Source: an optimization exercise on an open RTL-to-GDS flow (aim: small area and a short achievable clock period). Production flows keep margins and buffers that such runs may drop. The RTL was checked by simulation tests, not by an equivalence proof against the original design.

==> flow/design.v <==
module alu16_top(clk, valA, valB, aluop, sub, lr, cc, result);
	input clk;
	input [15:0] valA, valB;
	input [3:0] aluop;
	input sub, lr;
	output reg [3:0] cc;
	output reg [15:0] result;
	reg [15:0] a_q, b_q;
	reg [3:0] op_q;
	reg sub_q, lr_q;
	wire [3:0] cc_w;
	wire [15:0] result_w;
	ALU alu(.valA(a_q), .valB(b_q), .aluop(op_q), .sub(sub_q), .lr(lr_q), .cc(cc_w), .result(result_w));
	always @(posedge clk) begin
		a_q <= valA;
		b_q <= valB;
		op_q <= aluop;
		sub_q <= sub;
		lr_q <= lr;
		cc <= cc_w;
		result <= result_w;
	end
endmodule

module ALU(valA, valB, aluop, sub, lr, cc, result);
	input [15:0] valA;
	input [15:0] valB;
	input [3:0] aluop;
	input sub;
	input lr;
	output [3:0] cc;
	output [15:0] result;
	wire [15:0] a = valA;
	wire [15:0] b = valB;
	wire [3:0] s = valB[3:0];
	wire op_add = ~aluop[3] & ~aluop[2] & ~aluop[1] & ~aluop[0];
	wire op_sh  = ~aluop[3] & ~aluop[2] & (aluop[1] | aluop[0]);
	wire op_rot = ~aluop[3] & ~aluop[2] & aluop[1] & aluop[0];
	wire op_lg  = ~aluop[3] & aluop[2];
	genvar i;
	wire [15:0] ax = a ^ {16{sub}};
	wire [15:0] g0 = b & ax;
	wire [15:0] t0 = b | ax;
	wire [15:0] g1, t1, g2, t2, g3, t3, g4;
	generate
		for (i = 0; i < 16; i = i + 1) begin : g_l1
			if (i % 2 == 1) begin
				assign g1[i] = g0[i] | (t0[i] & g0[i-1]);
				assign t1[i] = t0[i] & t0[i-1];
			end else begin
				assign g1[i] = g0[i];
				assign t1[i] = t0[i];
			end
		end
		for (i = 0; i < 16; i = i + 1) begin : g_l2
			if ((i / 2) % 2 == 1) begin
				assign g2[i] = g1[i] | (t1[i] & g1[(i / 2) * 2 - 1]);
				assign t2[i] = t1[i] & t1[(i / 2) * 2 - 1];
			end else begin
				assign g2[i] = g1[i];
				assign t2[i] = t1[i];
			end
		end
		for (i = 0; i < 16; i = i + 1) begin : g_l3
			if ((i / 4) % 2 == 1) begin
				assign g3[i] = g2[i] | (t2[i] & g2[(i / 4) * 4 - 1]);
				assign t3[i] = t2[i] & t2[(i / 4) * 4 - 1];
			end else begin
				assign g3[i] = g2[i];
				assign t3[i] = t2[i];
			end
		end
		for (i = 0; i < 16; i = i + 1) begin : g_l4
			if (i >= 8)
				assign g4[i] = g3[i] | (t3[i] & g3[7]);
			else
				assign g4[i] = g3[i];
		end
	endgenerate
	wire [16:0] k = {g4, 1'b0};
	wire [15:0] hx = a ^ b;
	wire [15:0] sum = hx ^ k[15:0];
	wire co = k[16] ^ sub;
	wire [15:0] kz = {sub ? g0[14:0] : t0[14:0], 1'b0};
	wire z_add = &(hx ~^ kz);
	wire l_and = op_lg & ~aluop[1];
	wire l_hx  = op_lg & aluop[0];
	wire l_not = op_lg & aluop[1] & ~aluop[0];
	wire [15:0] lg = ({16{l_and}} & a & b) | ({16{l_hx}} & hx) | ({16{l_not}} & ~a);
	wire [3:0] ra = lr ? (~s + 4'd1) : s;
	wire [15:0] x1 = ra[0] ? {a[0], a[15:1]} : a;
	wire [15:0] x2 = ra[1] ? {x1[1:0], x1[15:2]} : x1;
	wire [15:0] x3 = ra[2] ? {x2[3:0], x2[15:4]} : x2;
	wire [15:0] x4 = ra[3] ? {x3[7:0], x3[15:8]} : x3;
	wire [15:0] wr;
	generate
		for (i = 0; i < 16; i = i + 1) begin : g_wr
			assign wr[i] = lr ? (i < s) : (15 - i < s);
		end
	endgenerate
	wire [15:0] keep = {16{op_sh}} & ~(wr & {16{~op_rot}});
	wire fill = op_sh & ~lr & ~aluop[1] & a[15];
	wire [15:0] fl = wr & {16{fill}};
	wire [15:0] sh = (x4 & keep) | fl;
	wire [15:0] nadd = sh | lg;
	assign result = ({16{op_add}} & sum) | nadd;
	wire Z = ~|nadd & (~op_add | z_add);
	wire N = result[15];
	wire C = op_add & co;
	wire [15:0] shl = x4 & keep;
	wire [15:0] cg = a & ~shl;
	wire [15:0] ct = a | ~shl;
	wire [7:0] c1g, c1t;
	wire [3:0] c2g, c2t;
	wire [1:0] c3g, c3t;
	generate
		for (i = 0; i < 8; i = i + 1) begin : g_c1
			assign c1g[i] = cg[2*i+1] | (ct[2*i+1] & cg[2*i]);
			assign c1t[i] = ct[2*i+1] & ct[2*i];
		end
		for (i = 0; i < 4; i = i + 1) begin : g_c2
			assign c2g[i] = c1g[2*i+1] | (c1t[2*i+1] & c1g[2*i]);
			assign c2t[i] = c1t[2*i+1] & c1t[2*i];
		end
		for (i = 0; i < 2; i = i + 1) begin : g_c3
			assign c3g[i] = c2g[2*i+1] | (c2t[2*i+1] & c2g[2*i]);
			assign c3t[i] = c2t[2*i+1] & c2t[2*i];
		end
	endgenerate
	wire gt = c3g[1] | (c3t[1] & c3g[0]);
	wire V = op_sh & lr & gt;
	assign cc = {N, Z, C, V};
endmodule
Settings: LEC_CHECK=0, ABC_AREA=1, CAP_MARGIN=20, CORE_MARGIN=2, CORE_UTILIZATION=40, CTS_BUF_LIST=sky130_fd_sc_hd__clkbuf_8, SETUP_SLACK_MARGIN=2.2, SLEW_MARGIN=20; clock period 4.7 ns.
standard.sh (not shown) runs the stock make flow with config.mk's settings and CLKGATE_MAP_FILE= SYNTH_SCRIPT=/design/flow/synth_recipe.tcl, a recipe that flattens the netlist after the stock synthesis.
==> flow/flow/run.sh <==
#!/bin/bash
# The standard layout, with the port buffers made from the small
# sky130_fd_sc_hd__buf_1 instead of the cell buffer_ports picks by default.
set -euo pipefail
bash standard.sh BUFFER_PORTS_ARGS="-buffer_cell sky130_fd_sc_hd__buf_1" finish > standard.log 2>&1
The baseline ran to the end with no violations.
Edit:
--- a/flow/design.v
+++ b/flow/design.v
@@ -78,19 +78,23 @@
 		end
 	endgenerate
 	wire [16:0] k = {g4, 1'b0};
 	wire [15:0] hx = a ^ b;
 	wire [15:0] sum = hx ^ k[15:0];
 	wire co = k[16] ^ sub;
-	wire [15:0] kz = {sub ? g0[14:0] : t0[14:0], 1'b0};
+	wire [15:0] kz = {{15{~sub}} & t0[14:0], 1'b0};
 	wire z_add = &(hx ~^ kz);
 	wire l_and = op_lg & ~aluop[1];
 	wire l_hx  = op_lg & aluop[0];
 	wire l_not = op_lg & aluop[1] & ~aluop[0];
 	wire [15:0] lg = ({16{l_and}} & a & b) | ({16{l_hx}} & hx) | ({16{l_not}} & ~a);
-	wire [3:0] ra = lr ? (~s + 4'd1) : s;
+	wire [3:0] ra;
+	assign ra[0] = s[0];
+	assign ra[1] = s[1] ^ (lr & s[0]);
+	assign ra[2] = s[2] ^ (lr & (s[0] | s[1]));
+	assign ra[3] = s[3] ^ (lr & (s[0] | s[1] | s[2]));
 	wire [15:0] x1 = ra[0] ? {a[0], a[15:1]} : a;
 	wire [15:0] x2 = ra[1] ? {x1[1:0], x1[15:2]} : x1;
 	wire [15:0] x3 = ra[2] ? {x2[3:0], x2[15:4]} : x2;
 	wire [15:0] x4 = ra[3] ? {x3[7:0], x3[15:8]} : x3;
 	wire [15:0] wr;
 	generate
Result: Synthesized area came out lower by 3.5%. Wire length came out higher by 3.5%. Cell count is about the same. Setup slack loses 0.080 ns. Core utilization came out higher by 0.55 points. Count of clock-buffer cells in the layout came out lower by 2.

-- static timing again, ports no longer ideal --
Ports are ideal in the flow. The routed layouts listed here were re-timed in OpenROAD. Step 1 (the two cells are an assumption about what drives the block):
set clk [get_ports {clk}]
set_driving_cell -lib_cell sky130_fd_sc_hd__clkbuf_16 $clk
set_driving_cell -lib_cell sky130_fd_sc_hd__buf_2 [delete_from_list [all_inputs] $clk]
Step 2, shift: input delay + t, output delay - t, t = (earliest + latest rising clock arrival at the registers) / 2. This alone moves slack from input paths to output paths. Three values: no drivers, after step 1, after step 2; two values: the first two.
run | t, ns | setup slack, ns | pins driven straight from the clock port
the first run | 0.394 | 2.376 / 2.376 / 2.376 | 1
the second run | 0.380 | 2.296 / 2.296 / 2.296 | 1
After both steps every run listed still meets setup and hold.
